What follows belongs to an exercise in optimizing a design on an open flow for small area; a production flow would make more cautious choices.
The RTL was checked by simulation tests, not by an equivalence proof against the original design.

==> inputs of try-harbor <==
==> flow/design.v (excerpt) <==
module Sine_wave
    #(
        parameter DATA_WIDTH    = 12,
        parameter ANGLE_WIDTH   = 16
    )(
    input                       clk,
    input                       reset,
    input                       ce,
    input  [DATA_WIDTH:0]       ampl,
    input  [ANGLE_WIDTH-1:0]    step,
    output [DATA_WIDTH:0]    sin_wave,
    output [DATA_WIDTH:0]    cos_wave
);
==> module rotator_tail, before the edit <==
module rotator_tail (
    input  [12:0] x_i,
    input  [12:0] y_i,
    input  [3:0]  d,       
    input         nc,
    input         ns,
    output [4:0]  kc,
    output [4:0]  ks
);
wire xa1 = &x_i[11:2], xa0 = ~|x_i[11:2];
wire ya1 = &y_i[11:2], ya0 = ~|y_i[11:2];
function sgn;
    input       s, a1, a0;
    input [3:0] w;
begin
    sgn = s ^ (~w[3] & w[2] & a1) ^ (w[3] & a0);
end
endfunction
function [3:0] step;
    input [3:0] w;
    input       s, up;
    reg   [3:0] p;
begin
    p[0] = s;
    p[1] = p[0] & ~(w[0] ^ up);
    p[2] = p[1] & ~(w[1] ^ up);
    p[3] = p[2] & ~(w[2] ^ up);
    step = w ^ p;
end
endfunction
wire [3:0] wx0 = {2'b00, x_i[1:0]}, wy0 = {2'b00, y_i[1:0]};
wire [3:0] wx1 = step(wx0, y_i[12],  d[3]);
wire [3:0] wy1 = step(wy0, x_i[12], ~d[3]);
wire sx1 = sgn(x_i[12], xa1, xa0, wx1), sy1 = sgn(y_i[12], ya1, ya0, wy1);
wire [3:0] wx2 = step(wx1, sy1,  d[2]);
wire [3:0] wy2 = step(wy1, sx1, ~d[2]);
wire sx2 = sgn(x_i[12], xa1, xa0, wx2), sy2 = sgn(y_i[12], ya1, ya0, wy2);
wire [3:0] wx3 = step(wx2, sy2,  d[1]);
wire [3:0] wy3 = step(wy2, sx2, ~d[1]);
wire sx3 = sgn(x_i[12], xa1, xa0, wx3), sy3 = sgn(y_i[12], ya1, ya0, wy3);
wire [3:0] wx4 = step(wx3, sy3,  d[0]);
wire [3:0] wy4 = step(wy3, sx3, ~d[0]);
assign kc = nc ? 5'd4 - {wx4[3], wx4} : {wx4[3], wx4};
assign ks = ns ? 5'd4 - {wy4[3], wy4} : {wy4[3], wy4};
endmodule
export LEC_CHECK = 0
export ABC_AREA = 1
export CAP_MARGIN = 20
export CORE_MARGIN = 2
export CORE_UTILIZATION = 65
export SLEW_MARGIN = 20
export CTS_ARGS = -sink_clustering_enable -repair_clock_nets -dont_use_dummy_load -buf_list sky130_fd_sc_hd__clkbuf_8 -sink_clustering_size 20 -sink_clustering_max_diameter 50
export BUFFER_PORTS_ARGS = -buffer_cell sky130_fd_sc_hd__buf_2
export RECOVER_POWER = 100
create_clock -name core_clock -period 5.0 [get_ports {clk}]
standard.sh (not shown) runs the stock make flow with config.mk's settings and CLKGATE_MAP_FILE= SYNTH_SCRIPT=/design/flow/synth_recipe.tcl, a recipe that flattens the netlist after the stock synthesis.
==> flow/flow/run.sh <==
#!/bin/bash
set -euo pipefail
{
  echo 'export CTS_ARGS = -sink_clustering_enable -repair_clock_nets -dont_use_dummy_load -buf_list sky130_fd_sc_hd__clkbuf_8 -sink_clustering_size 20 -sink_clustering_max_diameter 50'
  echo 'export BUFFER_PORTS_ARGS = -buffer_cell sky130_fd_sc_hd__buf_2'
  echo 'export RECOVER_POWER = 100'
} >> config.mk
bash standard.sh > standard_flow.log 2>&1
==> try-umber: changes against try-harbor <==
--- a/flow/design.v
+++ b/flow/design.v
@@ -67,9 +67,4 @@
     input       s, up;
-    reg   [3:0] p;
 begin
-    p[0] = s;
-    p[1] = p[0] & ~(w[0] ^ up);
-    p[2] = p[1] & ~(w[1] ^ up);
-    p[3] = p[2] & ~(w[2] ^ up);
-    step = w ^ p;
+    step = s ? (up ? w + 4'd1 : w - 4'd1) : w;
 end
--- a/flow/flow/run.sh
+++ b/flow/flow/run.sh
@@ -5,3 +5,2 @@
   echo 'export BUFFER_PORTS_ARGS = -buffer_cell sky130_fd_sc_hd__buf_2'
-  echo 'export RECOVER_POWER = 100'
 } >> config.mk
--- a/flow/config.mk
+++ b/flow/config.mk
@@ -7,3 +7,2 @@
 export LEC_CHECK = 0
-export ABC_AREA = 1
 export CAP_MARGIN = 20
@@ -11,2 +10,5 @@
 export CORE_UTILIZATION = 65
+export CTS_BUF_LIST = sky130_fd_sc_hd__clkbuf_8
+export CTS_CLUSTER_DIAMETER = 50
+export CTS_CLUSTER_SIZE = 20
 export SLEW_MARGIN = 20
@@ -14,2 +16 @@
 export BUFFER_PORTS_ARGS = -buffer_cell sky130_fd_sc_hd__buf_2
-export RECOVER_POWER = 100
==> try-sierra: changes against try-harbor <==
--- a/flow/config.mk
+++ b/flow/config.mk
@@ -7,3 +7,2 @@
 export LEC_CHECK = 0
-export ABC_AREA = 1
 export CAP_MARGIN = 20
@@ -11,2 +10,5 @@
 export CORE_UTILIZATION = 65
+export CTS_BUF_LIST = sky130_fd_sc_hd__clkbuf_8
+export CTS_CLUSTER_DIAMETER = 50
+export CTS_CLUSTER_SIZE = 20
 export SLEW_MARGIN = 20
==> summary of the runs <==
- Synthesized cell count: try-harbor > try-umber > try-sierra.
- Clock skew, lowest first: try-harbor, try-umber, try-sierra.
- Against try-sierra, the count of clock-buffer cells in the layout of try-harbor is lower by 1.
- Between try-sierra and try-umber, the lower sequential share of layout area is in try-umber (gap 0.45 points).
- try-umber went through all stages and came out clean. try-sierra went through all stages and came out clean. try-harbor completed and failed the layout checks on max-capacitance violations, max-slew violations.
- Against try-harbor, the worst setup slack of try-sierra is worse by 0.0045 ns.
- The highest design area belongs to try-umber, the lowest to try-sierra.
- Critical path depth: try-harbor is higher than try-umber (1).
- In flip-flop and latch count, try-harbor and try-sierra do not differ.

-- afterwards: timing with drivers on the ports --
How much do the figures lean on ideal ports? The routed layouts below were timed once more, with nothing changed but the port constraints. Step 1 (the two cells are an assumption about what drives the block):
set clk [get_ports {clk}]
set_driving_cell -lib_cell sky130_fd_sc_hd__clkbuf_16 $clk
set_driving_cell -lib_cell sky130_fd_sc_hd__buf_2 [delete_from_list [all_inputs] $clk]
Step 2 moves the port delays by t, midway between the first and last clock arrival at a register: inputs arrive t later, outputs are due t later. That takes back most of the time a late clock gives input paths. Three values: ideal, step 1, step 2; two values: the first two.
run	shift t [ns]	slack for setup (ns)	worst hold slack (ns)	worst setup path after step 2
try-harbor	0.662	0.100 / 0.100 / -0.330	0.282 / 0.282 / 0.282	input to register
try-umber	0.645	0.097 / 0.097 / -0.412	0.269 / 0.269 / 0.269	input to register
try-sierra	0.656	0.096 / 0.096 / -0.349	0.290 / 0.290 / 0.290	input to register
For try-umber, which loses most, drivers alone change the setup slack by 0.000 ns; drivers and shift together by -0.509 ns.
